Background: an optimization exercise with open tools, aiming at small area. Do not read the settings as production practice. Only simulation tests tie the RTL to the original design; equivalence was not proved. Power and IR drop assume default switching activity.

==> flow/design.v <==
`timescale 1ns/1ns
`default_nettype none
module top (input wire clk,
            input wire rst,
            input wire mic_data_1,
            input wire mic_data_2,
            output wire serial_tx,
            output wire mic_clk_1,
            output wire mic_clk_2,
            output wire sel_2,
            output wire serial_split);
assign sel_2 = 1'b1;
reg [18:0] tc;
always @(posedge clk)
  if (rst) tc <= 19'd7;
  else     tc <= tc + 19'd1;
wire [1:0] j  = tc[1:0];
wire       j0 = (j == 2'd0);
wire       p0 = (tc[9:2] == 8'd1);
wire       p255 = (tc[9:2] == 8'd0);
wire pdm_clk = tc[1] ^ tc[0];
assign mic_clk_1 = pdm_clk;
assign mic_clk_2 = pdm_clk;
assign serial_split = pdm_clk;
reg fresh;
always @(posedge clk)
  if (rst) fresh <= 1'b1;
  else if (tc[2:0] == 3'd3) fresh <= 1'b0;
reg init;
always @(posedge clk)
  if (rst) init <= 1'b1;
  else if (tc[12]) init <= 1'b0;
reg u1h, u2h;
always @(posedge clk)
  if (j0) begin
    u1h <= mic_data_1;
    u2h <= mic_data_2;
  end
wire u1 = j0 ? mic_data_1 : u1h;
wire u2 = j0 ? mic_data_2 : u2h;
wire [8:0] q = {~tc[9] & (tc[8:2] != 7'd0), ~tc[9], tc[8:2]};
reg  [3:0] dH_d, E_d, Hc_d;
always @* begin
  case (j)
    2'd0: begin dH_d = q[3:0];    E_d = 4'h0;             Hc_d = fresh ? 4'h1 : 4'h0; end
    2'd1: begin dH_d = q[7:4];    E_d = {q[0], 3'b100};   Hc_d = fresh ? 4'h4 : 4'hc; end
    2'd2: begin dH_d = {4{q[8]}}; E_d = q[4:1];           Hc_d = 4'hf; end
    default: begin dH_d = {4{q[8]}}; E_d = q[8:5];        Hc_d = 4'h3; end
  endcase
end
reg [15:0] hr;           
reg hcy, fcy, lcy;       
wire [3:0] hbase = (fresh | p0) ? Hc_d : hr[3:0];
wire [3:0] Hn, Wf, Wl;
wire hco, fco, lco;
add4 HU (.a(hbase), .b(dH_d), .ci(~j0 & hcy), .s(Hn), .co(hco));
add4 FU (.a(Hn), .b(E_d), .ci(~j0 & fcy), .s(Wf), .co(fco));
wire [4:0] lb;
assign lb[0] = ~j0 & lcy;
genvar m;
generate for (m = 0; m < 4; m = m + 1) begin : sl_
  assign {lb[m+1], Wl[m]} = {1'b0, Hn[m]} - {1'b0, E_d[m]} - {1'b0, lb[m]};
end endgenerate
assign lco = lb[4];
wire [3:0] Wm = {Hn[2:0], ~j0 & hr[15]};
always @(posedge clk) begin
  hr  <= {Hn, hr[15:4]};
  hcy <= hco;
  fcy <= fco;
  lcy <= lco;
end
wire [15:0] c1_hi, c1_lo, c2_hi, c2_lo;
cicwin W1 (.clk(clk), .fresh(fresh), .j0(j0), .p0(p0), .u(u1), .uh(u1h),
           .Wf(Wf), .Wm(Wm), .Wl(Wl), .c_lo(c1_lo), .c_hi(c1_hi));
cicwin W2 (.clk(clk), .fresh(fresh), .j0(j0), .p0(p0), .u(u2), .uh(u2h),
           .Wf(Wf), .Wm(Wm), .Wl(Wl), .c_lo(c2_lo), .c_hi(c2_hi));
reg [47:0] sh;    
reg [47:0] sl;    
wire wr_h = p255;
wire wr_l = p255 & j[1];
wire [3:0] sh_in = {c2_hi[1:0], c1_hi[1:0]};
wire [7:0] sl_in = {c2_lo[3:0], c1_lo[3:0]};
always @(posedge clk) begin
  sh <= {~(wr_h ? sh_in : sh[3:0]), sh[47:4]};
  sl <= {~(wr_l ? sl_in : sl[7:0]), sl[47:8]};
end
reg [15:0] th;    
reg [15:0] tl;    
always @(posedge clk) begin
  th <= {~(wr_h ? sh[3:0] : th[3:0]), th[15:4]};
  tl <= {~(wr_l ? sl[7:0] : tl[7:0]), tl[15:8]};
end
reg [3:0] baud;
always @(posedge clk)
  if (rst) baud <= 4'd1;
  else     baud <= {baud[2:0], baud[3] ^ baud[2]};
wire baud_ce = (baud == 4'd10);
wire start_now = (tc[9:5] == 5'd0) && (tc[4:0] >= 5'd6) && (tc[4:0] <= 5'd20) &&
                 !(init && tc[18:10] == 9'd0);
reg transmitting;
reg [3:0] pos;
reg [1:0] chr;
always @(posedge clk)
  if (rst)
    transmitting <= 1'b0;
  else if (baud_ce) begin
    if (start_now) begin
      transmitting <= 1'b1;
      pos <= 4'd0;
      chr <= 2'd0;
    end else if (transmitting) begin
      if (pos == 4'd10) begin
        transmitting <= 1'b0;
        pos <= 4'd0;
        chr <= 2'd0;
      end else if (pos == 4'd9 && chr != 2'd3) begin
        pos <= 4'd0;
        chr <= chr + 2'd1;
      end else
        pos <= pos + 4'd1;
    end
  end
wire [2:0] b = pos[2:0];
wire [3:0] tl_lane = chr[1] ? tl[3:0] : tl[7:4];
wire [1:0] th_lane = chr[1] ? th[1:0] : th[3:2];
wire fetch = chr[0] ? (j == b[2:1]) : (j[0] == b[2]);
wire fbit  = chr[0] ? (th_lane[b[0]] ^ tc[2]) : (tl_lane[b[1:0]] ^ ~tc[1]);
reg nb, txb;
always @(posedge clk) begin
  if (fetch)   nb  <= fbit;
  if (baud_ce) txb <= nb;
end
wire mk   = (tc[18:10] == 9'd0);    
wire dbit = init ? 1'b0 : ((mk & chr[1]) | txb);
assign serial_tx = !transmitting || (pos >= 4'd9) || ((pos != 4'd0) && dbit);
endmodule
module add4 (input wire [3:0] a, input wire [3:0] b, input wire ci, output wire [3:0] s, output wire co);
wire [4:0] c;
assign c[0] = ci;
genvar i;
generate for (i = 0; i < 4; i = i + 1) begin : g
  assign {c[i+1], s[i]} = a[i] + b[i] + c[i];
end endgenerate
assign co = c[4];
endmodule
module cicwin (input wire clk,
               input wire fresh,
               input wire j0,
               input wire p0,
               input wire u,
               input wire uh,
               input wire [3:0] Wf,
               input wire [3:0] Wm,
               input wire [3:0] Wl,
               output wire [15:0] c_lo,
               output wire [15:0] c_hi);
reg [15:0] al, bl, cl;
reg [7:0]  ah, bh, ch;
reg alc, blc, clc, ahc, bhc, chc;
wire keep = ~fresh & ~p0;
wire move = ~fresh & p0;
wire [3:0] a_b  = keep ? al[3:0] : 4'h0;
wire [3:0] b_b  = keep ? bl[3:0] : (move ? al[3:0] : 4'h0);
wire [3:0] c_b  = keep ? cl[3:0] : (move ? bl[3:0] : 4'h0);
wire [1:0] a_hb = keep ? ah[1:0] : 2'h0;
wire [1:0] b_hb = keep ? bh[1:0] : (move ? ah[1:0] : 2'h0);
wire [1:0] c_hb = keep ? ch[1:0] : (move ? bh[1:0] : 2'h0);
wire a_hci = j0 ? (keep & alc) : ahc;
wire b_pend = uh & ~blc;
wire b_hci = j0 ? ((keep & b_pend) | (move & alc)) : bhc;
wire c_hci = j0 ? ((keep & clc) | (move & b_pend)) : chc;
wire [3:0] a_s, b_s, c_s;
wire a_co, b_co, c_co;
add4 A (.a(a_b), .b(Wf & {4{u}}), .ci(~j0 & alc), .s(a_s), .co(a_co));
wire [4:0] bb;
assign bb[0] = ~j0 & blc;
genvar k;
generate for (k = 0; k < 4; k = k + 1) begin : sb
  assign {bb[k+1], b_s[k]} = {1'b0, b_b[k]} - {1'b0, Wm[k] & u} - {1'b0, bb[k]};
end endgenerate
assign b_co = bb[4];
add4 C (.a(c_b), .b(Wl & {4{u}}), .ci(~j0 & clc), .s(c_s), .co(c_co));
wire [1:0] a_hs = {a_hb[1] ^ (a_hb[0] & a_hci), a_hb[0] ^ a_hci};
wire [1:0] b_hs = {b_hb[1] ^ (b_hb[0] & b_hci), b_hb[0] ^ b_hci};
wire [1:0] c_hs = {c_hb[1] ^ (c_hb[0] & c_hci), c_hb[0] ^ c_hci};
always @(posedge clk) begin
  al <= {a_s, al[15:4]};
  bl <= {b_s, bl[15:4]};
  cl <= {c_s, cl[15:4]};
  ah <= {a_hs, ah[7:2]};
  bh <= {b_hs, bh[7:2]};
  ch <= {c_hs, ch[7:2]};
  alc <= a_co; blc <= b_co; clc <= c_co;
  ahc <= a_hb[1] & a_hb[0] & a_hci;
  bhc <= b_hb[1] & b_hb[0] & b_hci;
  chc <= c_hb[1] & c_hb[0] & c_hci;
end
assign c_lo = cl;
assign c_hi = {8'h00, ch};
endmodule
==> flow/flow/run.sh <==
#!/bin/bash
# Layout flow: the standard layout, except that
#  - synthesis maps the logic with an area-oriented ABC script (no buffering
#    or upsizing in ABC); it is otherwise ORFS's synthesis with the standard flow's
#    synthesis script, so the registers are the standard synthesis's;
#  - clock tree synthesis inserts no dummy loads;
#  - every input and output port is buffered with the smallest buffer.
set -euo pipefail
W=$PWD
rm -rf "$W/scripts_area"
cp -r "$FLOW_HOME/scripts" "$W/scripts_area"
printf 'strash\ndc2\ndch -f\namap\n' > "$W/scripts_area/abc_area.script"
make -C "$FLOW_HOME" DESIGN_CONFIG="$W/config.mk" WORK_HOME="$W/orfs" CLKGATE_MAP_FILE= \
  SYNTH_SCRIPT="$W/synth_recipe.tcl" SCRIPTS_DIR="$W/scripts_area" ABC_AREA=1 synth \
  > "$W/synth_area.log" 2>&1
export CTS_ARGS="-sink_clustering_enable -repair_clock_nets -sink_clustering_size 22 -sink_clustering_max_diameter 50 -buf_list sky130_fd_sc_hd__clkbuf_8 -dont_use_dummy_load"
export BUFFER_PORTS_ARGS="-buffer_cell sky130_fd_sc_hd__buf_1"
bash standard.sh > "$W/layout.log" 2>&1
==> flow/standard.sh <==
#!/bin/bash
# synth_recipe.tcl (not shown) runs the flow's synth.tcl, then flattens the netlist and writes it again
# the make line also repeats each setting of config.mk as NAME=value (left out here)
make -C /OpenROAD-flow-scripts/flow DESIGN_CONFIG=/design/flow/config.mk WORK_HOME=/design/flow/orfs CLKGATE_MAP_FILE= SYNTH_SCRIPT=/design/flow/synth_recipe.tcl "${@:-finish}"
==> flow/config.mk <==
export PLATFORM = sky130hd
export DESIGN_NAME = top
export DESIGN_NICKNAME = top
export VERILOG_FILES = /design/flow/design.v
export SDC_FILE = /design/flow/constraint.sdc
export NUM_CORES = 4
export LEC_CHECK = 0
export CAP_MARGIN = 20
export CORE_MARGIN = 2
export CORE_UTILIZATION = 70
export PLACE_DENSITY = 0.85
export SLEW_MARGIN = 20
==> flow/constraint.sdc <==
create_clock -name core_clock -period 10.0 [get_ports {clk}]
set_input_delay 2.0000 -clock core_clock [delete_from_list [all_inputs] [get_ports {clk}]]
set_output_delay 2.0000 -clock core_clock [all_outputs]
set_load 0.01 [all_outputs]
==> results of run 1 <==
-- worst paths after layout --
kind	start	end	slack (ps)	cells past startpoint
worst min-delay path	hr[11]	hr[7]	260	0
worst max register to register	tc[1]	W1.al[15]	3980	23
worst min register to register	hr[11]	hr[7]	260	0
worst max-delay path	tc[1]	W1.al[15]	3980	23
-- power breakdown --
group          internal, W  leakage [nW]  switching [W]  total [W]
Clock             0.000225         0.180       0.000374   0.000599
Combinational     0.000210          1.11       0.000326   0.000536
Sequential         0.00187          2.83       0.000176    0.00204
-- per-layer routing --
metal	track usage [%]	wire length [um]	vias to the layer above
met1	31.7	7520	2655
met5	0	0	-
li1	-	-	2680
met3	3.65	759	36
met2	40.8	8230	191
met4	7.26	463	0
-- logic make-up after synthesis --
logic type                 after synthesis
AOI/OAI and AO/OA                      141
adders and majority gates               55
buffers and inverters                   95
DFF                                    339
other                                    1
and+or+nand+nor                        159
-- worst max-delay path, stage by stage, from the launching register on --
cell      delay [ps]
dfxtp_1          410
clkinv_1         160
ha_1             620
clkinv_1         670
nand2_1          290
o21ai_0          120
a21oi_1          140
or2_0            150
fa_1             500
nor2_1           170
a21oi_1           60
ha_1             180
or2_0            250
nor2_1           100
a21oi_1           60
ha_1             190
a21oi_1          170
a21oi_1          100
ha_1             190
or2_0            240
fa_1             530
nand2_1           80
fa_1             480
clkinv_1          50
-- sequential cells by signal, summed over array words and instances, names as in the netlist, 2 cells and up --
signal	cells
W2.al	16
sl	48
pos	4
th	16
W1.bl	16
W1.al	16
W1.ch	8
W2.cl	16
W2.bl	16
baud	4
hr	16
sh	48
tc	19
W1.cl	16
W2.ch	8
W2.bh	8
W1.ah	8
W1.bh	8
tl	16
W2.ah	8
chr	2
-- placed cells by master, fill, tap and decap left out, drive strengths merged, types with 9 or more instances in the layout --
cell	instances
buf	10
clkinv	92
clkbuf	25
a21oi	33
ha	22
o21ai	29
nor2	64
nor3	11
and3	14
nand2	40
o22ai	47
dfxtp	331
fa	33
nor2b	9
-- final cells by class --
cell class	count	area (um2)
Fill cell	880	3420
Sequential cell	339	6870
Timing Repair Buffer	10	48.8
Clock buffer	25	344
Multi-Input combinational cell	356	2520
Inverter	92	345
Tap cell	180	225
-- metrics by stage --
step | utilization, % | hold WS, ps | cell area (um2) | cells
after floorplan | - | 310 | 9760 | 790
after global placement | 72.7 | 310 | 10000 | 977
after detailed placement | 72.7 | 312 | 10000 | 977
after CTS | 75.2 | 271 | 10400 | 1002
after global routing | 75.2 | 263 | 10400 | 1002
final | 75.2 | 260 | 10400 | 1002
==> run summary, run 1 <==
Setup violators final: 0
Largest net degree at the start of global routing: 30
Main combinational cell family by area after synthesis: adder cells
Rel. slew slack: 41.6%
Simple-gate area share of the yosys netlist: 7.30%
Core ar.: 13800 um2
DR pass1 iterations: 5
Min Clock Period, post-route: 6020 ps
First-pass GRT wire length: 27600 um
YS warnings: 2
Final net count: 883
Adder-Cell Fraction of Synth Area: 9.59%
Netlist Area Pre-Place: 9760 um2
Number of global-route vias before repair: 5605
Proportion of synthesized area in mux cells: 0%
Fmax achieved: 166 MHz
Final Skew: 64.0 ps
Routed via count: 5562
PD cells: 307 nW/um2
Final WS setup: 3980 ps
Synth Instances: 790
CTS clk-pin slew, worst paths: 120 ps
Async set or reset register ratio after synthesis: 0%
Ys flop type: dfxtp_1
Xor and xnor fraction of the mapped netlist area: 0%
Endpoint class of the critical path: register
GP Congestion: 0.954
Worst-path fanout max: 19
Power Total: 0.00318 W
Area contributors post-synth: dfxtp_1 68%, fa_1 6.8%, clkinv_1 3.5%
Final-report hold violation count: 0
Gr ovfl total: 0
Post-CTS Hold Fix Bufs: 0
Inserted Diodes: 0
CP Class: register to register
Total track usage: 23.9%
Synth-to-layout area growth: 6.10%
Final ANT Viol Nets: 0
Row count: 43
Synthesized area per cell: 12.4 um2
Peak VDD IR: 207 uV
Worst Path Required: 10400 ps
Dpl hpwl: 12100 um
Crit start category: register
Pre-CTS worst setup slack: 4110 ps
Compound-Gate Fraction of Synth Area: 8.94%
Drt initial violations: 644
Vias per cell: 5.55
Slew @ Worst Pin: 874 ps
Max-slew violations: 0
Flops & latches, synth: 339
Hold Path Class: register to register
Clk sink count: 339
Unique masters post-synth: 36
Io pins: 9
Post-synth EDFFs: 8
Clock Latency Late Sink: 560 ps
Die Span X: 122 um
TritonCTS clock tree: built
Top-count cell post-synth: dfxtp_1
Max-cap violations: 0
Port Buffers: 7
Clk buf depth: 3
Status: no timing/DRC/antenna violations
Yosys top cell area share: 67.9%
Post-synth top cells: 331 x dfxtp_1, 92 x clkinv_1, 64 x nor2_1
Initial antenna violation count: 0
DR WL/cell: 16.9 um
Sequential share of the synthesized area: 70.4%
Post-CTS resize count: 0
Crit path DAT: 6420 ps
Final period utilization: 60.2%
Htree depth: 1
Die H: 122 um
Num CTS Buffers: 25
RSZ-0062 raised after global routing: no
Root buf cell: clkbuf_8
Leakage: 4.12 nW
Syn nets: 849
Post CTS Setup Buffer Count: 0
Share of layout cells above drive strength 1: 3.41%
Post-route setup TNS: 0 ps
Initial core utilization: 70.8%
DRC Markers: 0
Die area: 14900 um2
Synth area leader: dfxtp_1
WL final: 17000 um
==> inputs of run 2 (changes only) <==
--- a/flow/flow/run.sh
+++ b/flow/flow/run.sh
@@ -13,6 +13,6 @@
 make -C "$FLOW_HOME" DESIGN_CONFIG="$W/config.mk" WORK_HOME="$W/orfs" CLKGATE_MAP_FILE= \
   SYNTH_SCRIPT="$W/synth_recipe.tcl" SCRIPTS_DIR="$W/scripts_area" ABC_AREA=1 synth \
   > "$W/synth_area.log" 2>&1
-export CTS_ARGS="-sink_clustering_enable -repair_clock_nets -sink_clustering_size 22 -sink_clustering_max_diameter 50 -buf_list sky130_fd_sc_hd__clkbuf_8 -dont_use_dummy_load"
+export CTS_ARGS="-sink_clustering_enable -repair_clock_nets -sink_clustering_size 18 -sink_clustering_max_diameter 50 -buf_list sky130_fd_sc_hd__clkbuf_8 -dont_use_dummy_load"
 export BUFFER_PORTS_ARGS="-buffer_cell sky130_fd_sc_hd__buf_1"
 bash standard.sh > "$W/layout.log" 2>&1
--- a/flow/config.mk
+++ b/flow/config.mk
@@ -7,6 +7,6 @@
 export LEC_CHECK = 0
 export CAP_MARGIN = 20
 export CORE_MARGIN = 2
-export CORE_UTILIZATION = 70
-export PLACE_DENSITY = 0.85
+export CORE_UTILIZATION = 60
+export PLACE_DENSITY = 0.75
 export SLEW_MARGIN = 20
==> run summary, run 2 <==
Switching power: 0.000857 W
Pre-CTS worst setup slack: 4060 ps
Final period utilization: 61.2%
Share of layout cells above drive strength 1: 3.52%
Max-cap violations: 0
Initial antenna violation count: 0
Synth area leader: dfxtp_1
Sequential share of the synthesized area: 70.4%
Endpoint class of the critical path: register
Reg2Reg Depth: 21
Dpl hpwl: 11200 um
Top Metal Used: met4
Largest delay contributor family on the critical path: adder cells
Clk sink count: 339
Min Clock Period, post-route: 6120 ps
Switching share of total power: 27.1%
Htree depth: 1
Comb power frac: 16.6%
Final WS setup: 3880 ps
CP Class: register to register
Area contributors post-synth: dfxtp_1 68%, fa_1 6.8%, clkinv_1 3.5%
Commonest non-fill, non-tap cell in the layout: dfxtp_1
Crit path DAT: 6510 ps
Peak VDD IR: 175 uV
Final Skew: 56.7 ps
Gr ovfl total: 0
Post-CTS resize count: 0
Root buf cell: clkbuf_8
Top-count cell post-synth: dfxtp_1
Final ANT Viol Nets: 0
TritonCTS clock tree: built
Hold Path Class: register to register
Clock power frac: 19.1%
Hold Path Depth: 0
Seq pwr share: 64.2%
Unique masters post-synth: 36
Clk buf depth: 3
Vias per cell: 5.27
Ys flop type: dfxtp_1
Fmax achieved: 164 MHz
Synthesized area per cell: 12.4 um2
Num CTS Buffers: 26
Worst Path Required: 10400 ps
Die Span X: 132 um
Syn nets: 849
Buf+Inv Stages, Crit Path: 3
Row count: 46
Die area: 17300 um2
Async set or reset register ratio after synthesis: 0%
Inserted Diodes: 0
Post-synth EDFFs: 8
Post-CTS Hold Fix Bufs: 0
CTS clk-pin slew, worst paths: 100 ps
Yosys top cell area share: 67.9%
Clock Latency Late Sink: 560 ps
Crit start category: register
Met1 Routed Length: 7520 um
RSZ-0062 raised after global routing: no
Leakage: 4.13 nW
Synth-to-layout area growth: 6.71%
Netlist Area Pre-Place: 9760 um2
DR pass1 iterations: 5
DRC Markers: 0
First-pass GRT wire length: 26400 um
Post-synth top cells: 331 x dfxtp_1, 92 x clkinv_1, 64 x nor2_1
DR WL/cell: 15.5 um
Post-route setup TNS: 0 ps
Drt initial violations: 383
Slowest library cell on the worst path: clkinv_1
Synth Instances: 790
Slew @ Worst Pin: 944 ps
Routed via count: 5471
Initial core utilization: 61.4%
Setup violators final: 0
YS warnings: 2
PD cells: 304 nW/um2
Crit path largest cell delay: 680 ps
Port Buffers: 7
Max-slew violations: 0
Largest regs: sh: 48 flops, sl: 48 flops, tc: 19 flops
Final net count: 884
Commonest non-fill, non-tap cells in the layout: 331 x dfxtp_1, 92 x clkinv_1, 64 x nor2_1
Core ar.: 15900 um2
Flops & latches, synth: 339
WL final: 16100 um
Io pins: 9
WP depth: 21
DR WL met2: 7530 um
Met3 wire len: 576 um
Die H: 132 um
Rel. slew slack: 36.9%
Status: no timing/DRC/antenna violations
Largest net degree at the start of global routing: 30
Final-report hold violation count: 0
Total track usage: 18.8%
Worst-path fanout max: 19
Crit-path cells: clkinv_1 > ha_1 > clkinv_1 > and3_1 > or2_0 > fa_1 > nor2_1 > a21oi_1 > ha_1 > or2_0 > nor2_1 > a21oi_1 > ha_1 > a21oi_1 > a21oi_1 > ha_1 > or2_0 > fa_1 > nand2_1 > fa_1 > clkinv_1
Post CTS Setup Buffer Count: 0
GP Congestion: 0.921
Filler cell count: 1223
Number of global-route vias before repair: 5470
P_int: 0.00231 W
## run 2: cell counts after synthesis
Identical to the previous run, type by type.
## run 2: routing by layer
metal  GRT usage (%)  vias to the layer above
li1                -                     2671
met2            31.2                      119
met5               0                        -
met1            25.6                     2642
met3            2.89                       39
met4            6.04                        0
## run 2: power groups by stage
| stage | logic, W | registers [W] | clock network [W] |
|---|---|---|---|
| after detailed placement | 0.000521 | 0.00206 | 0 |
| final | 0.000526 | 0.00203 | 0.000605 |
| after CTS | 0.000534 | 0.00204 | 0.000622 |
| after floorplan | 0.000386 | 0.00198 | 0 |
| after global placement | 0.000519 | 0.00204 | 0 |
| after global routing | 0.000602 | 0.00208 | 0.000669 |
## run 2: kinds of logic after synthesis
family | Yosys count | share of synthesized area (%)
AOI/OAI and AO/OA | 141 | 8.94
and+or+nand+nor | 159 | 7.30
other | 1 | 0.0384
buffers and inverters | 95 | 3.77
adders and majority gates | 55 | 9.59
DFF | 339 | 70.4
## run 2: worst paths after layout
path	from	endpoint	slack, ps
max	tc[1]	W1.al[15]	3880
min	W1.cl[8]	W1.cl[4]	280
max reg2reg	tc[1]	W1.al[15]	3880
min reg2reg	W1.cl[8]	W1.cl[4]	280
## run 2: worst reg2reg max path, cell delays in order (launching register included)
cell	delay (ps)
dfxtp_1	430
clkinv_1	170
ha_1	640
clkinv_1	680
and3_1	380
or2_0	240
fa_1	530
nor2_1	180
a21oi_1	60
ha_1	180
or2_0	250
nor2_1	100
a21oi_1	60
ha_1	220
a21oi_1	170
a21oi_1	100
ha_1	180
or2_0	240
fa_1	520
nand2_1	80
fa_1	480
clkinv_1	50
## run 2: metrics by stage
step           cells  utilization, %  total power (W)  area (um2)  hold WS [ps]
2_1_floorplan    790               -          0.00237        9760           310
3_3_place_gp    1013            63.3          0.00256       10100           310
3_5_place_dp    1013            63.3          0.00258       10100           312
4_1_cts         1039            65.5          0.00320       10400           279
5_1_grt         1039            65.5          0.00335       10400           276
6_report        1039            65.5          0.00316       10400           276
## run 2: layout make-up
class,instances,area [um2],area share (%)
Inverter,92,345,3.32
Sequential cell,339,6870,65.9
Timing Repair Buffer,10,48.8,0.469
Clock buffer,26,358,3.44
Multi-Input combinational cell,356,2520,24.2
Tap cell,216,270,2.60
==> inputs of run 3 (changes only) <==
--- a/flow/design.v
+++ b/flow/design.v
@@ -166,7 +166,7 @@
 wire [1:0] b_hb = keep ? bh[1:0] : (move ? ah[1:0] : 2'h0);
 wire [1:0] c_hb = keep ? ch[1:0] : (move ? bh[1:0] : 2'h0);
 wire a_hci = j0 ? (keep & alc) : ahc;
-wire b_pend = uh & ~blc;
+wire b_pend = uh & ~blc;    
 wire b_hci = j0 ? ((keep & b_pend) | (move & alc)) : bhc;
 wire c_hci = j0 ? ((keep & clc) | (move & b_pend)) : chc;
 wire [3:0] a_s, b_s, c_s;
==> run summary, run 3 <==
RSZ-0062 raised after global routing: no
Synth-to-layout area growth: 6.71%
Slew @ Worst Pin: 944 ps
Top Metal Used: met4
Final net count: 884
Top-count cell post-synth: dfxtp_1
Final period utilization: 61.2%
Largest net degree at the start of global routing: 30
Endpoint class of the critical path: register
Crit path DAT: 6510 ps
TritonCTS clock tree: built
Synth area leader: dfxtp_1
Sequential share of the synthesized area: 70.4%
Inserted Diodes: 0
Peak VDD IR: 175 uV
Crit start category: register
Unique masters post-synth: 36
Async set or reset register ratio after synthesis: 0%
Met3 wire len: 576 um
WL final: 16100 um
Die H: 132 um
Post-synth top cells: 331 x dfxtp_1, 92 x clkinv_1, 64 x nor2_1
FF/Latch Area: 6870 um2
Final ANT Viol Nets: 0
Largest regs: sh: 48 flops, sl: 48 flops, tc: 19 flops
Worst-path fanout max: 19
DR WL/cell: 15.5 um
Io pins: 9
Power Total: 0.00316 W
Rel. slew slack: 36.9%
Die area: 17300 um2
Final-report hold violation count: 0
Crit-path cells: clkinv_1 > ha_1 > clkinv_1 > and3_1 > or2_0 > fa_1 > nor2_1 > a21oi_1 > ha_1 > or2_0 > nor2_1 > a21oi_1 > ha_1 > a21oi_1 > a21oi_1 > ha_1 > or2_0 > fa_1 > nand2_1 > fa_1 > clkinv_1
Synthesized area per cell: 12.4 um2
Max-cap violations: 0
Final Skew: 56.7 ps
Hold Path Class: register to register
Clk sink count: 339
Synth Instances: 790
Dpl hpwl: 11200 um
Vias per cell: 5.27
Largest delay contributor family on the critical path: adder cells
Post CTS Setup Buffer Count: 0
Number of global-route vias before repair: 5470
Max-slew violations: 0
YS warnings: 2
Flops & latches, synth: 339
CTS clk-pin slew, worst paths: 100 ps
Initial core utilization: 61.4%
Core ar.: 15900 um2
Area contributors post-synth: dfxtp_1 68%, fa_1 6.8%, clkinv_1 3.5%
Setup violators final: 0
Post-synth EDFFs: 8
Met1 Routed Length: 7520 um
Gr ovfl total: 0
First-pass GRT wire length: 26400 um
Multi-input gate area: 2520 um2
Root buf cell: clkbuf_8
Share of layout cells above drive strength 1: 3.52%
Die Span X: 132 um
Yosys top cell area share: 67.9%
DRC Markers: 0
Port Buffers: 7
Post-route setup TNS: 0 ps
Netlist Area Pre-Place: 9760 um2
Status: no timing/DRC/antenna violations
CP Class: register to register
Fmax achieved: 164 MHz
Worst Path Required: 10400 ps
Min Clock Period, post-route: 6120 ps
Row count: 46
Total track usage: 18.8%
Clk buf depth: 3
Post-CTS resize count: 0
Commonest non-fill, non-tap cell in the layout: dfxtp_1
Clock Latency Late Sink: 560 ps
Filler cell count: 1223
Leakage: 4.13 nW
Post-CTS Hold Fix Bufs: 0
Htree depth: 1
Syn nets: 849
Commonest non-fill, non-tap cells in the layout: 331 x dfxtp_1, 92 x clkinv_1, 64 x nor2_1
GP Congestion: 0.921
PD cells: 304 nW/um2
Crit path largest cell delay: 680 ps
Num CTS Buffers: 26
DR pass1 iterations: 5
Slowest library cell on the worst path: clkinv_1
Ys flop type: dfxtp_1
DR WL met2: 7530 um
Drt initial violations: 383
Initial antenna violation count: 0
Routed via count: 5471
Buf+Inv Stages, Crit Path: 3
## run 3: cell counts after synthesis
No cell type changed its count.
## run 3: layer usage
metal	GRT usage, %	vias to the layer above
li1	-	2671
met1	25.6	2642
met2	31.2	119
met3	2.89	39
met4	6.04	0
met5	0	-
## run 3: cell families after synthesis
| family | synth area share [%] |
|---|---|
| AOI/OAI and AO/OA | 8.94 |
| adders and majority gates | 9.59 |
| buffers and inverters | 3.77 |
| DFF | 70.4 |
| other | 0.0384 |
| and+or+nand+nor | 7.30 |
## run 3: final cells by class
cell class,instances,share of cell area [%]
well taps,216,2.60
multi-input cells,356,24.2
flip-flops and latches,339,65.9
inverters,92,3.32
repair buffers,10,0.469
clock buffers,26,3.44
## run 3: power breakdown
group	leakage [nW]	total (W)	internal [W]	switching [W]
logic	1.11	0.000526	0.000209	0.000317
registers	2.83	0.00203	0.00187	0.000166
clock network	0.187	0.000605	0.000232	0.000373
## run 3: metrics by stage
step	hold WS (ps)	instance area [um2]	utilization (%)	instances	setup slack, ps
final	276	10400	65.5	1039	3880
after global routing	276	10400	65.5	1039	3450
after CTS	279	10400	65.5	1039	3950
after detailed placement	312	10100	63.3	1013	4060
after global placement	310	10100	63.3	1013	4310
after floorplan	310	9760	-	790	3980
## run 3: worst paths after layout
kind	end	cells past startpoint	slack, ps	start
max	W1.al[15]	21	3880	tc[1]
min	W1.cl[4]	0	280	W1.cl[8]
max reg2reg	W1.al[15]	21	3880	tc[1]
min reg2reg	W1.cl[4]	0	280	W1.cl[8]
==> inputs of run 4 (changes only) <==
--- a/flow/flow/run.sh
+++ b/flow/flow/run.sh
@@ -13,6 +13,6 @@
 make -C "$FLOW_HOME" DESIGN_CONFIG="$W/config.mk" WORK_HOME="$W/orfs" CLKGATE_MAP_FILE= \
   SYNTH_SCRIPT="$W/synth_recipe.tcl" SCRIPTS_DIR="$W/scripts_area" ABC_AREA=1 synth \
   > "$W/synth_area.log" 2>&1
-export CTS_ARGS="-sink_clustering_enable -repair_clock_nets -sink_clustering_size 18 -sink_clustering_max_diameter 50 -buf_list sky130_fd_sc_hd__clkbuf_8 -dont_use_dummy_load"
+export CTS_ARGS="-sink_clustering_enable -sink_clustering_size 20 -sink_clustering_max_diameter 60 -buf_list sky130_fd_sc_hd__clkbuf_8 -dont_use_dummy_load"
 export BUFFER_PORTS_ARGS="-buffer_cell sky130_fd_sc_hd__buf_1"
 bash standard.sh > "$W/layout.log" 2>&1
==> run summary, run 4 <==
Status: no timing/DRC/antenna violations
Synth-to-layout area growth: 5.86%
Commonest non-fill, non-tap cells in the layout: 331 x dfxtp_1, 92 x clkinv_1, 64 x nor2_1
Synthesized area per cell: 12.4 um2
Number of global-route vias before repair: 5478
Unique masters post-synth: 36
Crit path DAT: 6500 ps
Netlist Area Pre-Place: 9760 um2
Syn nets: 849
Area contributors post-synth: dfxtp_1 68%, fa_1 6.8%, clkinv_1 3.5%
Post-synth EDFFs: 8
Flops & latches, synth: 339
PD cells: 301 nW/um2
Reg2Reg Depth: 21
Routed via count: 5444
Post-route setup TNS: 0 ps
Clk sink count: 339
Commonest non-fill, non-tap cell in the layout: dfxtp_1
Final Skew: 43.4 ps
Row count: 46
First-pass GRT wire length: 26600 um
Worst-path fanout max: 19
Post-CTS Hold Fix Bufs: 0
Drt initial violations: 421
DR pass1 iterations: 6
RSZ-0062 raised after global routing: no
Top-count cell post-synth: dfxtp_1
Rel. slew slack: 36.7%
Post CTS Setup Buffer Count: 0
Gr ovfl total: 0
Clk buf depth: 3
Die area: 17300 um2
# placed instances: 1013
DR WL/cell: 15.6 um
Async set or reset register ratio after synthesis: 0%
Vias per cell: 5.27
Crit start category: register
Final-report hold violation count: 0
Final ANT Viol Nets: 0
CP Class: register to register
Largest net degree at the start of global routing: 30
TritonCTS clock tree: built
Final net count: 878
DRC Markers: 0
Post-synth top cells: 331 x dfxtp_1, 92 x clkinv_1, 64 x nor2_1
Largest regs: sh: 48 flops, sl: 48 flops, tc: 19 flops
Htree depth: 1
Initial core utilization: 61.4%
Setup violators final: 0
Slew @ Worst Pin: 948 ps
Min Clock Period, post-route: 6050 ps
Initial antenna violation count: 0
Synth Instances: 790
Share of layout cells above drive strength 1: 2.82%
Core ar.: 15900 um2
WL final: 16200 um
Post-CTS resize count: 0
Worst Path Required: 10450 ps
Non-Filler Instances: 1033
Inserted Diodes: 0
Root buf cell: clkbuf_8
Final period utilization: 60.5%
Port Buffers: 7
Synth area leader: dfxtp_1
Peak VDD IR: 159 uV
YS warnings: 2
Num CTS Buffers: 20
Fmax achieved: 165 MHz
Dpl hpwl: 11200 um
Hold Path Class: register to register
Die Span X: 132 um
Die H: 132 um
CTS clk-pin slew, worst paths: 120 ps
Max-cap violations: 0
Max-slew violations: 0
Total track usage: 19.1%
Endpoint class of the critical path: register
Yosys top cell area share: 67.9%
Io pins: 9
Clock Latency Late Sink: 560 ps
Hold Path Depth: 0
GP Congestion: 0.921
Sequential share of the synthesized area: 70.4%
Leakage: 4.09 nW
Ys flop type: dfxtp_1
## run 4: cell counts after synthesis
No cell type changed its count.
## run 4: metal layers
metal / wire [um] / vias to the layer above / track usage [%]
li1: - / 2663 / -
met1: 7590 / 2626 / 26.2
met2: 7550 / 119 / 31.2
met3: 546 / 36 / 2.89
met4: 479 / 0 / 6.34
met5: 0 / - / 0
## run 4: where the power goes
part / switching (W) / internal (W) / total (W)
registers: 0.000165 / 0.00186 / 0.00203
clock network: 0.000367 / 0.000182 / 0.000549
logic: 0.000317 / 0.000209 / 0.000526
## run 4: cell type report
class | instances | area, um2
flip-flops and latches | 339 | 6870
fillers | 1235 | 5560
multi-input cells | 356 | 2520
inverters | 92 | 345
clock buffers | 20 | 275
well taps | 216 | 270
repair buffers | 10 | 48.8
## run 4: path summary, 6_finish.rpt
check | from | endpoint | slack [ps]
worst max-delay path | tc[1] | W1.al[15] | 3950
worst min-delay path | sh[41] | sh[37] | 310
worst max register to register | tc[1] | W1.al[15] | 3950
worst min register to register | sh[41] | sh[37] | 310
## run 4: critical path: stages (launching register included)
cell and delay (ps):
dfxtp_1 440, clkinv_1 180, ha_1 640, clkinv_1 670
and3_1 380, or2_0 240, fa_1 530, nor2_1 170
a21oi_1 60, ha_1 170, or2_0 250, nor2_1 100
a21oi_1 60, ha_1 210, a21oi_1 170, a21oi_1 100
ha_1 180, or2_0 230, fa_1 520, nand2_1 80
fa_1 480, clkinv_1 50
## run 4: cell families (layout without fill, tap and decap cells)
group / after synthesis / in the layout / synth area share (%)
other: 1 / 1 / 0.0384
flip-flops: 339 / 339 / 70.4
adder cells (fa/ha/maj): 55 / 55 / 9.59
buffers and inverters: 95 / 122 / 3.77
AO/OA/AOI/OAI: 141 / 141 / 8.94
AND/OR/NAND/NOR: 159 / 159 / 7.30
## run 4: stage by stage
step	setup slack (ps)	power (W)	utilization, %	area [um2]	hold WS (ps)
global route	3490	0.00330	65.0	10300	309
detailed placement	4060	0.00258	63.3	10100	312
CTS	3990	0.00314	65.0	10300	314
floorplan	3980	0.00237	-	9760	310
global placement	4310	0.00256	63.3	10100	310
finish	3950	0.00310	65.0	10300	312
==> inputs of run 5 (changes only) <==
--- a/flow/design.v
+++ b/flow/design.v
@@ -166,7 +166,7 @@
 wire [1:0] b_hb = keep ? bh[1:0] : (move ? ah[1:0] : 2'h0);
 wire [1:0] c_hb = keep ? ch[1:0] : (move ? bh[1:0] : 2'h0);
 wire a_hci = j0 ? (keep & alc) : ahc;
-wire b_pend = uh & ~blc;    
+wire b_pend = uh & ~blc;
 wire b_hci = j0 ? ((keep & b_pend) | (move & alc)) : bhc;
 wire c_hci = j0 ? ((keep & clc) | (move & b_pend)) : chc;
 wire [3:0] a_s, b_s, c_s;
--- a/flow/flow/run.sh
+++ b/flow/flow/run.sh
@@ -13,6 +13,6 @@
 make -C "$FLOW_HOME" DESIGN_CONFIG="$W/config.mk" WORK_HOME="$W/orfs" CLKGATE_MAP_FILE= \
   SYNTH_SCRIPT="$W/synth_recipe.tcl" SCRIPTS_DIR="$W/scripts_area" ABC_AREA=1 synth \
   > "$W/synth_area.log" 2>&1
-export CTS_ARGS="-sink_clustering_enable -sink_clustering_size 20 -sink_clustering_max_diameter 60 -buf_list sky130_fd_sc_hd__clkbuf_8 -dont_use_dummy_load"
+export CTS_ARGS="-sink_clustering_enable -repair_clock_nets -sink_clustering_size 20 -sink_clustering_max_diameter 60 -buf_list sky130_fd_sc_hd__clkbuf_8 -dont_use_dummy_load"
 export BUFFER_PORTS_ARGS="-buffer_cell sky130_fd_sc_hd__buf_1"
 bash standard.sh > "$W/layout.log" 2>&1
==> run summary, run 5 <==
Port Buffers: 7
Status: no timing/DRC/antenna violations
Final net count: 878
Syn nets: 849
Total track usage: 19.1%
# placed instances: 1013
Post CTS Setup Buffer Count: 0
Row count: 46
Commonest non-fill, non-tap cell in the layout: dfxtp_1
Die H: 132 um
Post-route setup TNS: 0 ps
Commonest non-fill, non-tap cells in the layout: 331 x dfxtp_1, 92 x clkinv_1, 64 x nor2_1
Power Total: 0.00310 W
Initial core utilization: 61.4%
Max-slew violations: 0
GP Congestion: 0.921
Hold Path Depth: 0
Gr ovfl total: 0
Final-report hold violation count: 0
YS warnings: 2
Flops & latches, synth: 339
DRC Markers: 0
Post-CTS resize count: 0
Slew @ Worst Pin: 948 ps
Worst-path fanout max: 19
Yosys top cell area share: 67.9%
Setup violators final: 0
DR pass1 iterations: 6
Clock Latency Late Sink: 560 ps
Initial antenna violation count: 0
Leakage: 4.09 nW
Post-synth top cells: 331 x dfxtp_1, 92 x clkinv_1, 64 x nor2_1
Largest regs: sh: 48 flops, sl: 48 flops, tc: 19 flops
Ys flop type: dfxtp_1
Synthesized area per cell: 12.4 um2
Synth-to-layout area growth: 5.86%
Die area: 17300 um2
RSZ-0062 raised after global routing: no
Endpoint class of the critical path: register
Final ANT Viol Nets: 0
Clk sink count: 339
Rel. slew slack: 36.7%
Htree depth: 1
Inserted Diodes: 0
Fmax achieved: 165 MHz
Top-count cell post-synth: dfxtp_1
Final instance area: 10300 um2
TritonCTS clock tree: built
Post-synth EDFFs: 8
CTS clk-pin slew, worst paths: 120 ps
Sequential share of the synthesized area: 70.4%
Routed via count: 5444
Die Span X: 132 um
Largest net degree at the start of global routing: 30
Area contributors post-synth: dfxtp_1 68%, fa_1 6.8%, clkinv_1 3.5%
Async set or reset register ratio after synthesis: 0%
Max-cap violations: 0
Synth area leader: dfxtp_1
Crit path DAT: 6500 ps
Clk buf depth: 3
PD cells: 301 nW/um2
Drt initial violations: 421
CP Class: register to register
Dpl hpwl: 11200 um
Post-CTS Hold Fix Bufs: 0
Number of global-route vias before repair: 5478
Non-Filler Instances: 1033
Min Clock Period, post-route: 6050 ps
Final period utilization: 60.5%
Synth Instances: 790
Peak VDD IR: 159 uV
Netlist Area Pre-Place: 9760 um2
Num CTS Buffers: 20
Placed Instance Area: 10100 um2
Io pins: 9
Reg2Reg Depth: 21
Root buf cell: clkbuf_8
WL final: 16200 um
Flop2flop setup slack: 3950 ps
Crit start category: register
Vias per cell: 5.27
Unique masters post-synth: 36
DR WL/cell: 15.6 um
First-pass GRT wire length: 26600 um
Core ar.: 15900 um2
Worst Path Required: 10450 ps
Final Skew: 43.4 ps
Share of layout cells above drive strength 1: 2.82%
Hold Path Class: register to register
==> run 5: cell type report <==
class | count | area, um2
Clock buffer | 20 | 275
Fill cell | 1235 | 5560
Inverter | 92 | 345
Multi-Input combinational cell | 356 | 2520
Sequential cell | 339 | 6870
Tap cell | 216 | 270
Timing Repair Buffer | 10 | 48.8
==> run 5: power breakdown <==
| group | internal, W | switching (W) |
|---|---|---|
| sequential | 0.00186 | 0.000165 |
| combinational | 0.000209 | 0.000317 |
| clock | 0.000182 | 0.000367 |
| total | 0.00225 | 0.000850 |
==> run 5: kinds of logic after synthesis <==
group / count (synthesis) / synth area share, %
flops: 339 / 70.4
other cells: 1 / 0.0384
simple gates: 159 / 7.30
fa+ha+maj: 55 / 9.59
compound gates: 141 / 8.94
buf+inv: 95 / 3.77
==> run 5: worst paths after layout <==
check | from | to
max | tc[1] | W1.al[15]
min | sh[41] | sh[37]
max reg2reg | tc[1] | W1.al[15]
min reg2reg | sh[41] | sh[37]
==> run 5: per-layer routing <==
layer / global-route usage, % / routed length [um] / vias up
li1: - / - / 2663
met1: 26.2 / 7590 / 2626
met2: 31.2 / 7550 / 119
met3: 2.89 / 546 / 36
met4: 6.34 / 479 / 0
met5: 0 / 0 / -
==> run 5: worst max-delay path, stage by stage (launching register included) <==
cell and delay (ps):
dfxtp_1 440, clkinv_1 180, ha_1 640, clkinv_1 670
and3_1 380, or2_0 240, fa_1 530, nor2_1 170
a21oi_1 60, ha_1 170, or2_0 250, nor2_1 100
a21oi_1 60, ha_1 210, a21oi_1 170, a21oi_1 100
ha_1 180, or2_0 230, fa_1 520, nand2_1 80
fa_1 480, clkinv_1 50
==> run 5: metrics by stage <==
| step | setup WS, ps | utilization (%) | hold slack, ps |
|---|---|---|---|
| 6_report | 3950 | 65.0 | 312 |
| 5_1_grt | 3490 | 65.0 | 309 |
| 4_1_cts | 3990 | 65.0 | 314 |
| 3_5_place_dp | 4060 | 63.3 | 312 |
| 3_3_place_gp | 4310 | 63.3 | 310 |
| 2_1_floorplan | 3980 | - | 310 |
==> inputs of run 6 (changes only) <==
--- a/flow/design.v
+++ b/flow/design.v
@@ -166,7 +166,7 @@
 wire [1:0] b_hb = keep ? bh[1:0] : (move ? ah[1:0] : 2'h0);
 wire [1:0] c_hb = keep ? ch[1:0] : (move ? bh[1:0] : 2'h0);
 wire a_hci = j0 ? (keep & alc) : ahc;
-wire b_pend = uh & ~blc;
+wire b_pend = uh & ~blc;    
 wire b_hci = j0 ? ((keep & b_pend) | (move & alc)) : bhc;
 wire c_hci = j0 ? ((keep & clc) | (move & b_pend)) : chc;
 wire [3:0] a_s, b_s, c_s;
==> run summary, run 6 <==
Total track usage: 19.1%
Inserted Diodes: 0
YS warnings: 2
Post CTS Setup Buffer Count: 0
DRC Markers: 0
Gr ovfl total: 0
DR pass1 iterations: 6
Status: no timing/DRC/antenna violations
Final-report hold violation count: 0
Crit path DAT: 6500 ps
RSZ-0062 raised after global routing: no
Post-synth top cells: 331 x dfxtp_1, 92 x clkinv_1, 64 x nor2_1
Die H: 132 um
Number of global-route vias before repair: 5478
Min Clock Period, post-route: 6050 ps
FF/Latch Area: 6870 um2
Drt initial violations: 421
# placed instances: 1013
Final Skew: 43.4 ps
Io pins: 9
Vias per cell: 5.27
Die area: 17300 um2
Post-synth EDFFs: 8
Crit start category: register
Final net count: 878
Netlist Area Pre-Place: 9760 um2
PD cells: 301 nW/um2
Peak VDD IR: 159 uV
Clock Latency Late Sink: 560 ps
Worst-path fanout max: 19
Initial core utilization: 61.4%
Clk sink count: 339
Endpoint class of the critical path: register
Hold Path Class: register to register
Setup violators final: 0
Area contributors post-synth: dfxtp_1 68%, fa_1 6.8%, clkinv_1 3.5%
Crit-path cells: clkinv_1 > ha_1 > clkinv_1 > and3_1 > or2_0 > fa_1 > nor2_1 > a21oi_1 > ha_1 > or2_0 > nor2_1 > a21oi_1 > ha_1 > a21oi_1 > a21oi_1 > ha_1 > or2_0 > fa_1 > nand2_1 > fa_1 > clkinv_1
Sequential share of the synthesized area: 70.4%
Core ar.: 15900 um2
Non-Filler Instances: 1033
Max-slew violations: 0
Largest net degree at the start of global routing: 30
Dpl hpwl: 11200 um
Largest delay contributor family on the critical path: adder cells
Clk buf depth: 3
Slew @ Worst Pin: 948 ps
Placed Instance Area: 10100 um2
TritonCTS clock tree: built
Rel. slew slack: 36.7%
Crit path largest cell delay: 670 ps
Synth-to-layout area growth: 5.86%
Final ANT Viol Nets: 0
Ys flop type: dfxtp_1
Num CTS Buffers: 20
Final period utilization: 60.5%
Commonest non-fill, non-tap cells in the layout: 331 x dfxtp_1, 92 x clkinv_1, 64 x nor2_1
First-pass GRT wire length: 26600 um
Port Buffers: 7
Multi-input gate area: 2520 um2
Die Span X: 132 um
Leakage: 4.09 nW
CP Class: register to register
Htree depth: 1
Buf+Inv Stages, Crit Path: 3
Top-count cell post-synth: dfxtp_1
Worst Path Required: 10450 ps
Slowest library cell on the worst path: clkinv_1
Max-cap violations: 0
Routed via count: 5444
Share of layout cells above drive strength 1: 2.82%
Unique masters post-synth: 36
Synth Instances: 790
Post-route setup TNS: 0 ps
Post-CTS Hold Fix Bufs: 0
Commonest non-fill, non-tap cell in the layout: dfxtp_1
Async set or reset register ratio after synthesis: 0%
Filler cell count: 1235
Initial antenna violation count: 0
Syn nets: 849
Flops & latches, synth: 339
Power Total: 0.00310 W
Yosys top cell area share: 67.9%
Post-CTS resize count: 0
Root buf cell: clkbuf_8
Final instance area: 10300 um2
DR WL/cell: 15.6 um
GP Congestion: 0.921
Largest regs: sh: 48 flops, sl: 48 flops, tc: 19 flops
Synthesized area per cell: 12.4 um2
Synth area leader: dfxtp_1
Fmax achieved: 165 MHz
Row count: 46
WL final: 16200 um
CTS clk-pin slew, worst paths: 120 ps
-- run 6: cell counts in the layout (fill, tap and decap cells not counted) --
No cell type changed its count.
-- run 6: final cells by class --
type / instances / share of cell area (%)
well taps: 216 / 2.62
multi-input cells: 356 / 24.4
flip-flops and latches: 339 / 66.5
inverters: 92 / 3.34
clock buffers: 20 / 2.66
repair buffers: 10 / 0.472
-- run 6: path summary, 6_finish.rpt --
kind              depth (start not counted)  startpoint  slack [ps]         to
setup reg to reg                         21       tc[1]        3950  W1.al[15]
hold reg to reg                           0      sh[41]         310     sh[37]
hold / removal                            0      sh[41]         310     sh[37]
setup / recovery                         21       tc[1]        3950  W1.al[15]
-- run 6: report_power, final --
| group | switching [W] | internal, W |
|---|---|---|
| registers | 0.000165 | 0.00186 |
| clock network | 0.000367 | 0.000182 |
| logic | 0.000317 | 0.000209 |
-- run 6: cell families (layout without fill, tap and decap cells) --
| family | count (synthesis) | after routing | share of synthesized area (%) |
|---|---|---|---|
| simple gates | 159 | 159 | 7.30 |
| flops | 339 | 339 | 70.4 |
| other cells | 1 | 1 | 0.0384 |
| compound gates | 141 | 141 | 8.94 |
| fa+ha+maj | 55 | 55 | 9.59 |
| buf+inv | 95 | 122 | 3.77 |
-- run 6: per-layer routing --
layer	up-vias	part of all wire, %	global-route usage, %
met2	119	47	31.2
met1	2626	47	26.2
met4	0	3.0	6.34
met3	36	3.4	2.89
met5	-	0	0
li1	2663	-	-
-- run 6: metrics by stage --
| step | utilization [%] | hold slack [ps] | setup slack, ps |
|---|---|---|---|
| 3_5_place_dp | 63.3 | 312 | 4060 |
| 6_report | 65.0 | 312 | 3950 |
| 3_3_place_gp | 63.3 | 310 | 4310 |
| 4_1_cts | 65.0 | 314 | 3990 |
| 2_1_floorplan | - | 310 | 3980 |
| 5_1_grt | 65.0 | 309 | 3490 |
==> inputs of run 7 (changes only) <==
--- a/flow/flow/run.sh
+++ b/flow/flow/run.sh
@@ -13,6 +13,6 @@
 make -C "$FLOW_HOME" DESIGN_CONFIG="$W/config.mk" WORK_HOME="$W/orfs" CLKGATE_MAP_FILE= \
   SYNTH_SCRIPT="$W/synth_recipe.tcl" SCRIPTS_DIR="$W/scripts_area" ABC_AREA=1 synth \
   > "$W/synth_area.log" 2>&1
-export CTS_ARGS="-sink_clustering_enable -repair_clock_nets -sink_clustering_size 20 -sink_clustering_max_diameter 60 -buf_list sky130_fd_sc_hd__clkbuf_8 -dont_use_dummy_load"
+export CTS_ARGS="-sink_clustering_enable -repair_clock_nets -sink_clustering_size 21 -sink_clustering_max_diameter 55 -buf_list sky130_fd_sc_hd__clkbuf_8 -dont_use_dummy_load"
 export BUFFER_PORTS_ARGS="-buffer_cell sky130_fd_sc_hd__buf_1"
 bash standard.sh > "$W/layout.log" 2>&1
==> run summary, run 7 <==
Post-synth top cells: 331 x dfxtp_1, 92 x clkinv_1, 64 x nor2_1
Num CTS Buffers: 21
Final WS setup: 3790 ps
Area contributors post-synth: dfxtp_1 68%, fa_1 6.8%, clkinv_1 3.5%
DR WL/cell: 15.6 um
DR pass1 iterations: 5
Port Buffers: 7
RSZ-0062 raised after global routing: no
Max-cap violations: 0
Vias per cell: 5.27
Synth-to-layout area growth: 6.00%
Clock power frac: 18.0%
Clk sink count: 339
YS warnings: 2
Htree depth: 1
Sequential share of the synthesized area: 70.4%
Post-CTS resize count: 0
Final Skew: 34.9 ps
Switching share of total power: 27.4%
Die Span X: 132 um
Initial core utilization: 61.4%
WL final: 16200 um
First-pass GRT wire length: 26700 um
Top-count cell post-synth: dfxtp_1
Commonest non-fill, non-tap cell in the layout: dfxtp_1
Slowest library cell on the worst path: clkinv_1
Power Total: 0.00312 W
Seq pwr share: 65.1%
Ys flop type: dfxtp_1
Gr ovfl total: 0
Unique masters post-synth: 36
Rel. slew slack: 36.7%
Crit-path cells: clkinv_1 > ha_1 > clkinv_1 > and3_1 > or2_0 > fa_1 > nor2_1 > a21oi_1 > ha_1 > or2_0 > nor2_1 > a21oi_1 > ha_1 > a21oi_1 > a21oi_1 > ha_1 > or2_0 > fa_1 > nand2_1 > fa_1 > clkinv_1
Comb power frac: 16.9%
Max-slew violations: 0
Share of layout cells above drive strength 1: 2.93%
Crit path DAT: 6630 ps
Yosys top cell area share: 67.9%
Initial antenna violation count: 0
Async set or reset register ratio after synthesis: 0%
Largest net degree at the start of global routing: 30
Row count: 46
Syn nets: 849
Netlist Area Pre-Place: 9760 um2
Buf+Inv Stages, Crit Path: 3
Die area: 17300 um2
Min Clock Period, post-route: 6210 ps
Crit path largest cell delay: 690 ps
Clock Latency Late Sink: 550 ps
Largest delay contributor family on the critical path: adder cells
Switching power: 0.000854 W
Filler cell count: 1232
Post-route setup TNS: 0 ps
Post-CTS Hold Fix Bufs: 0
Hold Path Class: register to register
GP Congestion: 0.921
DRC Markers: 0
Largest regs: sh: 48 flops, sl: 48 flops, tc: 19 flops
Final net count: 879
Synth area leader: dfxtp_1
P_int: 0.00226 W
Pre-CTS worst setup slack: 4060 ps
Final ANT Viol Nets: 0
Worst-path fanout max: 19
Fmax achieved: 161 MHz
Peak VDD IR: 151 uV
Io pins: 9
Number of global-route vias before repair: 5439
Total track usage: 19.1%
Final period utilization: 62.1%
Core Util, Final: 65.1%
Inserted Diodes: 0
Setup violators final: 0
Slew @ Worst Pin: 947 ps
Dpl hpwl: 11200 um
Synth Instances: 790
Routed via count: 5446
Synthesized area per cell: 12.4 um2
Final-report hold violation count: 0
Worst Path Required: 10420 ps
Leakage: 4.10 nW
Die H: 132 um
CP Class: register to register
Post CTS Setup Buffer Count: 0
Drt initial violations: 435
Core ar.: 15900 um2
TritonCTS clock tree: built
Endpoint class of the critical path: register
Status: no timing/DRC/antenna violations
PD cells: 301 nW/um2
Post-synth EDFFs: 8
CTS clk-pin slew, worst paths: 110 ps
Commonest non-fill, non-tap cells in the layout: 331 x dfxtp_1, 92 x clkinv_1, 64 x nor2_1
Crit start category: register
Clk buf depth: 3
Flops & latches, synth: 339
Root buf cell: clkbuf_8
## run 7: metal layers
| metal | vias up | GRT usage (%) | part of all wire, % |
|---|---|---|---|
| li1 | 2661 | - | - |
| met1 | 2624 | 26.3 | 46 |
| met2 | 122 | 31.2 | 47 |
| met3 | 39 | 3.13 | 4.4 |
| met4 | 0 | 5.86 | 2.8 |
| met5 | - | 0 | 0 |
## run 7: final timing paths
check / slack, ps / cells past startpoint / from / end
hold reg to reg: 300 / 0 / W2.cl[13] / W2.cl[9]
setup / recovery: 3790 / 21 / tc[1] / W1.al[15]
setup reg to reg: 3790 / 21 / tc[1] / W1.al[15]
hold / removal: 300 / 0 / W2.cl[13] / W2.cl[9]
## run 7: cell type report
| cell class | count | area, um2 | share of cell area (%) |
|---|---|---|---|
| multi-input cells | 356 | 2520 | 24.4 |
| well taps | 216 | 270 | 2.61 |
| flip-flops and latches | 339 | 6870 | 66.4 |
| clock buffers | 21 | 289 | 2.79 |
| inverters | 92 | 345 | 3.34 |
| repair buffers | 10 | 48.8 | 0.472 |
## run 7: cells by family (layout without fill, tap and decap cells)
family	count (synthesis)	after routing	share of synthesized area [%]
and+or+nand+nor	159	159	7.30
adders and majority gates	55	55	9.59
AOI/OAI and AO/OA	141	141	8.94
DFF	339	339	70.4
other	1	1	0.0384
buffers and inverters	95	123	3.77
## run 7: per-stage QoR
step	hold slack, ps	area, um2	std cells
global route	288	10300	1034
detailed placement	312	10100	1013
floorplan	310	9760	790
finish	298	10300	1034
CTS	281	10300	1034
global placement	310	10100	1013
## run 7: worst register-to-register path: cells and delay by family (launching register included)
family	cells	cell delay, ps
AOI/OAI and AO/OA	4	440
and+or+nand+nor	7	1500
buffers and inverters	3	910
adders and majority gates	7	2780
DFF	1	440
## run 7: power by group through the flow
stage | clock network [W] | logic [W] | registers [W]
2_1_floorplan | 0 | 0.000386 | 0.00198
3_3_place_gp | 0 | 0.000519 | 0.00204
3_5_place_dp | 0 | 0.000521 | 0.00206
4_1_cts | 0.000575 | 0.000534 | 0.00204
5_1_grt | 0.000626 | 0.000602 | 0.00208
6_report | 0.000560 | 0.000528 | 0.00203

## afterwards: timing with drivers on the ports
The flow's constraints put no driver on any port. The routed layouts listed below were extracted and timed again, unchanged, in two steps. Step 1, drivers: a clkbuf_16 drives clk and a buf_2 each remaining input, both assumed. Step 2 times the ports against the registers' clock, not the clock port: input delays grow and output delays shrink by t, the midpoint of the rising clock arrivals with the driver on. Slacks: ideal ports / drivers / drivers and shift; pairs: ideal ports / drivers.
| run | t, ns | setup WS [ns] | worst hold slack (ns) | worst register clock-pin slew, ns | pins driven straight from the clock port |
|---|---|---|---|---|---|
| run 1 | 0.568 | 3.980 / 3.980 / 3.980 | 0.260 / 0.260 / 0.260 | 0.12 / 0.12 | 1 |
| run 2 | 0.566 | 3.885 / 3.885 / 3.885 | 0.276 / 0.276 / 0.276 | 0.10 / 0.10 | 1 |
| run 3 | 0.566 | 3.885 / 3.885 / 3.885 | 0.276 / 0.276 / 0.276 | 0.10 / 0.10 | 1 |
| run 4 | 0.571 | 3.948 / 3.948 / 3.948 | 0.312 / 0.312 / 0.312 | 0.12 / 0.12 | 1 |
| run 5 | 0.571 | 3.948 / 3.948 / 3.948 | 0.312 / 0.312 / 0.312 | 0.12 / 0.12 | 1 |
| run 6 | 0.571 | 3.948 / 3.948 / 3.948 | 0.312 / 0.312 / 0.312 | 0.12 / 0.12 | 1 |
| run 7 | 0.572 | 3.794 / 3.794 / 3.794 | 0.298 / 0.298 / 0.298 | 0.11 / 0.11 | 1 |
After both steps setup and hold are still met in every run listed.
